Context: an optimization exercise on an open-source flow, tuned for small area, a short achievable clock period and few clock cycles. The choices shown serve that exercise and are no tape-out recipe.
In this exercise RTL edits were held to simulation tests only and were not proved equivalent to the original.
Power is estimated from default activity; no workload was simulated.

Setup of build 98:
## drawing_rectangle
module drawing_rectangle( input  wire        clk,
                      input  wire        rst,
                      input  wire        req,
                      output wire        ack,
                      output wire        busy,
                      input  wire [15:0] r0,  
                      input  wire [15:0] r1,  
                      input  wire [15:0] r2,  
                      input  wire [15:0] r3,  
                      input  wire [15:0] r4,  
                      input  wire [15:0] r5,
                      input  wire [15:0] r6,
                      input  wire [15:0] r7,
                      output wire        de_req,
                      input  wire        de_ack,
                      output wire [17:0] de_addr,
                      output wire  [3:0] de_nbyte,
                      output wire        de_rnw,
                      output wire [31:0] de_w_data,
                      input  wire [31:0] de_r_data );
reg        pre;         
reg        run;         
reg        ack_r;       
reg        rnw;         
reg [16:0] addr;        
reg  [7:0] stride;      
reg  [7:0] cnt;         
reg  [8:0] rows;        
reg        lw;          
  ...
Size in the first run: ~480 cells after synthesis, ~220 I/O pins, roughly 0.0043 mm2 of cells after synthesis.
clock: 5.5 ns
lec_check: 0
cap_margin: 20
core_margin: 2
core_utilization: 30
setup_slack_margin: 2.6
slew_margin: 20
standard.sh (not shown) runs the stock make flow with config.mk's settings and CLKGATE_MAP_FILE= SYNTH_SCRIPT=/design/flow/synth_recipe.tcl, a recipe that flattens the netlist after the stock synthesis.
==> flow/flow/run.sh <==
#!/bin/bash
set -e
export BUFFER_PORTS_ARGS="-buffer_cell sky130_fd_sc_hd__buf_1"
bash standard.sh finish > standard.log 2>&1
Testbench counts of build 98, summed over its fixed seeds: cycles 1,857,174.
Inputs modified between build 98 and build 34:
- CORE_UTILIZATION: 30 -> 40
Notes after the runs:
Compared to build 98, build 34 was floorplanned on a smaller die.
Build 98 has higher area added between synthesis and finish than build 34.
Across build 34 and build 98, none had a timing, DRC or antenna violation.
Diff build 98..build 34 | area of all sequential standard cells | unchanged
The part of the power in combinational logic in build 34 was higher than what build 98 gave.
Build 98 and build 34 ended up with roughly the same wire length reported by the detailed router.
When the final numbers for build 34 and build 98 were put side by side, the final weighted congestion in routability-driven placement turned out to be greater in build 34.
Number of ordinary and repair buffers in the finished layout was higher in the run labelled build 34.
Relative to build 34, the following input files were edited for build 58:
- CORE_UTILIZATION: 40 -> 50
[summary]
Build 58 went all the way through the flow, and no timing, DRC or antenna check failed.
Build 34: PASS, flow complete, no timing, DRC or antenna violations
Build 58 against build 34: post-route fraction of the period consumed by the critical path increased by 0.40 points relative to the old numbers, register-to-register slack decreased by 0.03 ns relative to the old numbers, design area decreased by about 1.8% relative to the old numbers.
On build 58: signed area change from the synthesized netlist to the final layout is 2.1 points lower than what build 34 gave.
When build 58 is measured against build 34, its relative contribution of combinational cells to total power turns out 2.2 points higher.
As far as proportion of layout cells with a drive suffix above 1 is concerned, build 34 and build 58 perform about the same.
Delta (build 58 minus build 34): proportion of cell area occupied by registers shows an increase of 0.50 points, number of nets in the finished design shows a reduction of 3.
Build 58 reports its end point of the critical path as de_w_data[17] while build 34 reports de_w_data[2].
The setup slack reported for build 58 is smaller than that of build 34 by 0.022 ns.
Relative to build 34, the number of non-clock buffers measured on build 58 has decreased slightly.
For build 77, these inputs were changed with respect to build 58:
- a change of CORE_UTILIZATION from 50 to 40
- a change of SETUP_SLACK_MARGIN from 2.6 to 1.5
==> comparison <==
Share of power burned in combinational logic: build 77 < build 58
Across both runs, period utilization was higher for build 77 than for build 58.
Compared with build 58, build 77 shows a higher fraction of power consumed by the clock network.

Setup of v36:
drawing_rectangle again, from the RTL that the note above started with.
// drawing_rectangle
module drawing_rectangle( input  wire        clk,
                      input  wire        rst,
                      input  wire        req,
                      output wire        ack,
                      output wire        busy,
                      input  wire [15:0] r0,  
                      input  wire [15:0] r1,  
                      input  wire [15:0] r2,  
                      input  wire [15:0] r3,  
                      input  wire [15:0] r4,  
                      input  wire [15:0] r5,
                      input  wire [15:0] r6,
                      input  wire [15:0] r7,
                      output wire        de_req,
                      input  wire        de_ack,
                      output wire [17:0] de_addr,
                      output wire  [3:0] de_nbyte,
                      output wire        de_rnw,
                      output wire [31:0] de_w_data,
                      input  wire [31:0] de_r_data );
reg        pre;         
reg        run;         
reg        ack_r;       
reg        rnw;         
reg [16:0] addr;        
reg  [7:0] stride;      
reg  [7:0] cnt;         
reg  [8:0] rows;        
reg        lw;          
reg  [3:0] nb;          
wire  [9:0] x = r0[9:0];
wire  [9:0] w = r2[9:0];
wire  [7:0] c_and = r4[15:8];
wire  [7:0] c_xor = r4[7:0];
wire [11:0] ys = {3'b000, rows} + {1'b0, rows, 2'b00} + {9'd0, cnt[2:0]};
wire [16:0] start_addr = {ys, x[6:2]};
wire  [9:0] sw = (10'd644 - {8'd0, x[1:0]}) - w;
wire  [1:0] xs = x[1:0];
wire  [1:0] xe = x[1:0] + w[1:0] - 2'd1;
wire fill = (c_and == 8'd0);
wire single = (stride == 8'd160);           
wire last_word = lw;
wire last_row = (rows == 9'd1);
wire step = run & de_ack;
wire done = step & ~rnw & last_word & last_row;
wire start = req & ~pre & ~run & ~ack_r;
  ...
export LEC_CHECK = 0
export CAP_MARGIN = 20
export CORE_MARGIN = 2
export CORE_UTILIZATION = 40
export SETUP_SLACK_MARGIN = 2.4
export SLEW_MARGIN = 20
create_clock -name core_clock -period 5.5 [get_ports {clk}]
Scripts as last shown in full above: flow/flow/run.sh
Testbench counts of v36, summed over its fixed seeds: cycles 1,857,174.
### v36 -> v43
- a change of SETUP_SLACK_MARGIN from 2.4 to 2.6
- a change of SLEW_MARGIN from 20 to 0
- a change of CAP_MARGIN from 20 to 0
- v43 went all the way through the flow, and no timing, DRC or antenna check failed.
- Delta (v43 minus v36): switching power as a share of total power down 1.2 points, hold slack flat.
- Start point of the critical path: r4[8] -> v36, r4[2] -> v43
- Per the comparison of v43 with v36, average wire length per cell after detail routing +about 0.9%, total wirelength of the detailed-routed design +about 2%, transition time of the tightest slew-check pin +0.026 ns.
diff inputs: v43 => v33
- CAP_MARGIN changed from 0 to 20
- SETUP_SLACK_MARGIN changed from 2.6 to 3.2
- SLEW_MARGIN changed from 0 to 20
Notes after the runs:
v33 finished all stages; the layout is clean.
Summary — final standard cell count with taps included and fillers excluded, v33 relative to v43: higher, by 27.
Diff v43 and v33: sequential power share higher in v43
Reported for v43 and v33, final number of hold-violating endpoints turned out identical to the last digit.
Relative to v43, relative area of non-clock buffer cells in the final design increased by 8.1 points in v33.
On final area: between v43 and v33, it ends up lower for v43.
v33 reports its critical path's slowest cell as sky130_fd_sc_hd__fa_1 while v43 reports sky130_fd_sc_hd__buf_1.
On sequential cell area, v43 and v33 are basically level.
Going from v43 to v33, total wire length after detailed routing increased by about 23% relative to the old numbers, post-synthesis to final-layout area growth now larger.
Looking at global routing met3 resource utilization, v33 sits 0.42 points above v43.
For v58, these inputs were changed with respect to v33:
- changing SETUP_SLACK_MARGIN from 3.2 to 2.6
- setting GPL_TIMING_DRIVEN to 0 for the first time
==> comparison <==
| gate count after technology mapping | v33 vs v58 | ≈ equal |. Cmp v33 and v58 / via count / higher: v33. Lower final estimated routing congestion in global placement goes to v33 over v58. In v58 the portion of total power attributed to the clock network turned out 2.6 points higher than in v33. Between v33 and v58, clock distribution power decreased. input pin to output port as the critical path start-end classification was reported by v58, and flop to flop by v33. Diff v33 -> v58: met3 wire length climbed 110 um; multi-input logic portion of the cell area -2.8 points; cell count along the critical path went down by 5. Compared to v33, the routing of v58 uses less wire.
Input-level comparison between v49 and v58:
- a change of SETUP_SLACK_MARGIN from 2.6 to 2.8
- a deleted GPL_TIMING_DRIVEN that had been 0
[summary]
- Logic gate share of total power: v49 > v58
- v49 ends up with a post-route total power that is 2.6% higher than in v58.
- | maximum number of buffers from clock root to sink | v49 vs v58 | ≈ equal |
- v58 -> v49: detailed route wirelength on metal3 increased by a few percent
- From v58 to v49 the numbers moved as follows: final worst-path setup slack increased by 0.14 ns relative to the old numbers, combinational power increased by 7.1% relative to the old numbers, register share of the cell area decreased by 1.2 points relative to the old numbers, area added between synthesis and finish increased by 5.2 points relative to the old numbers, number of setup buffers added after CTS increased by 4 relative to the old numbers.
Relative to v49, the following input files were edited for v41:
- changing CORE_UTILIZATION from 40 to 60
--- outcome ---
- v41 has proportion of layout cells with a drive suffix above 1 below what v49 had.
- Min global-route wire length before repair across v41 and v49: v41
- Portion of total power attributed to the clock network ends up higher on v41.
- Taking v49 as the reference, in v41 starting density of the core went up 21 points; number of standard cells in the layout, taps in and fillers out decreased 43; half-perimeter wire length of the detailed placement result lower; required time of the worst setup path up 1.15 ns; post-CTS setup buffer count moved down.
- v41 vs. v49: combinational group share of total power went down by 2.1 points.

==> what the ideal ports hide <==
No port has a modelled driver above. Below, the same layouts with a new extraction and two added sets of constraints. Step 1: set_driving_cell puts a clkbuf_16 on clk and a buf_2 on each other input, an assumption about the parent block. Step 2 adds t to the input delays and takes it off the output delays; t is the mean of the earliest and latest rising clock arrival at the registers after step 1. Input paths then give back, and output paths get back, about the clock's delay inside the block. a / b / c = ideal ports / drivers / drivers and shift; a / b = the first two.
| run | t (ns) | slack for setup (ns) | worst setup path after step 2 | slew at the worst register clock pin (ns) |
|---|---|---|---|---|
| build 98 | 0.326 | 2.672 / 2.650 / 2.362 | input to register | 0.07 / 0.07 |
| build 34 | 0.345 | 2.673 / 2.618 / 2.375 | input to register | 0.11 / 0.11 |
| build 58 | 0.342 | 2.651 / 2.601 / 2.348 | input to register | 0.11 / 0.11 |
| build 77 | 0.337 | 2.579 / 2.578 / 2.248 | input to register | 0.10 / 0.10 |
| v36 | 0.337 | 2.635 / 2.572 / 2.317 | input to register | 0.10 / 0.10 |
| v43 | 0.345 | 2.673 / 2.618 / 2.375 | input to register | 0.11 / 0.11 |
| v33 | 0.350 | 2.798 / 2.728 / 2.685 | input to register | 0.11 / 0.11 |
| v58 | 0.339 | 2.646 / 2.611 / 2.414 | input to register | 0.10 / 0.10 |
| v49 | 0.339 | 2.791 / 2.750 / 2.561 | input to register | 0.11 / 0.11 |
| v41 | 0.335 | 2.780 / 2.752 / 2.450 | input to register | 0.10 / 0.10 |
After both steps every run listed still meets setup and hold. The setup slack of build 77, which loses most, moves by -0.001 ns with the drivers and by -0.331 ns with both steps.
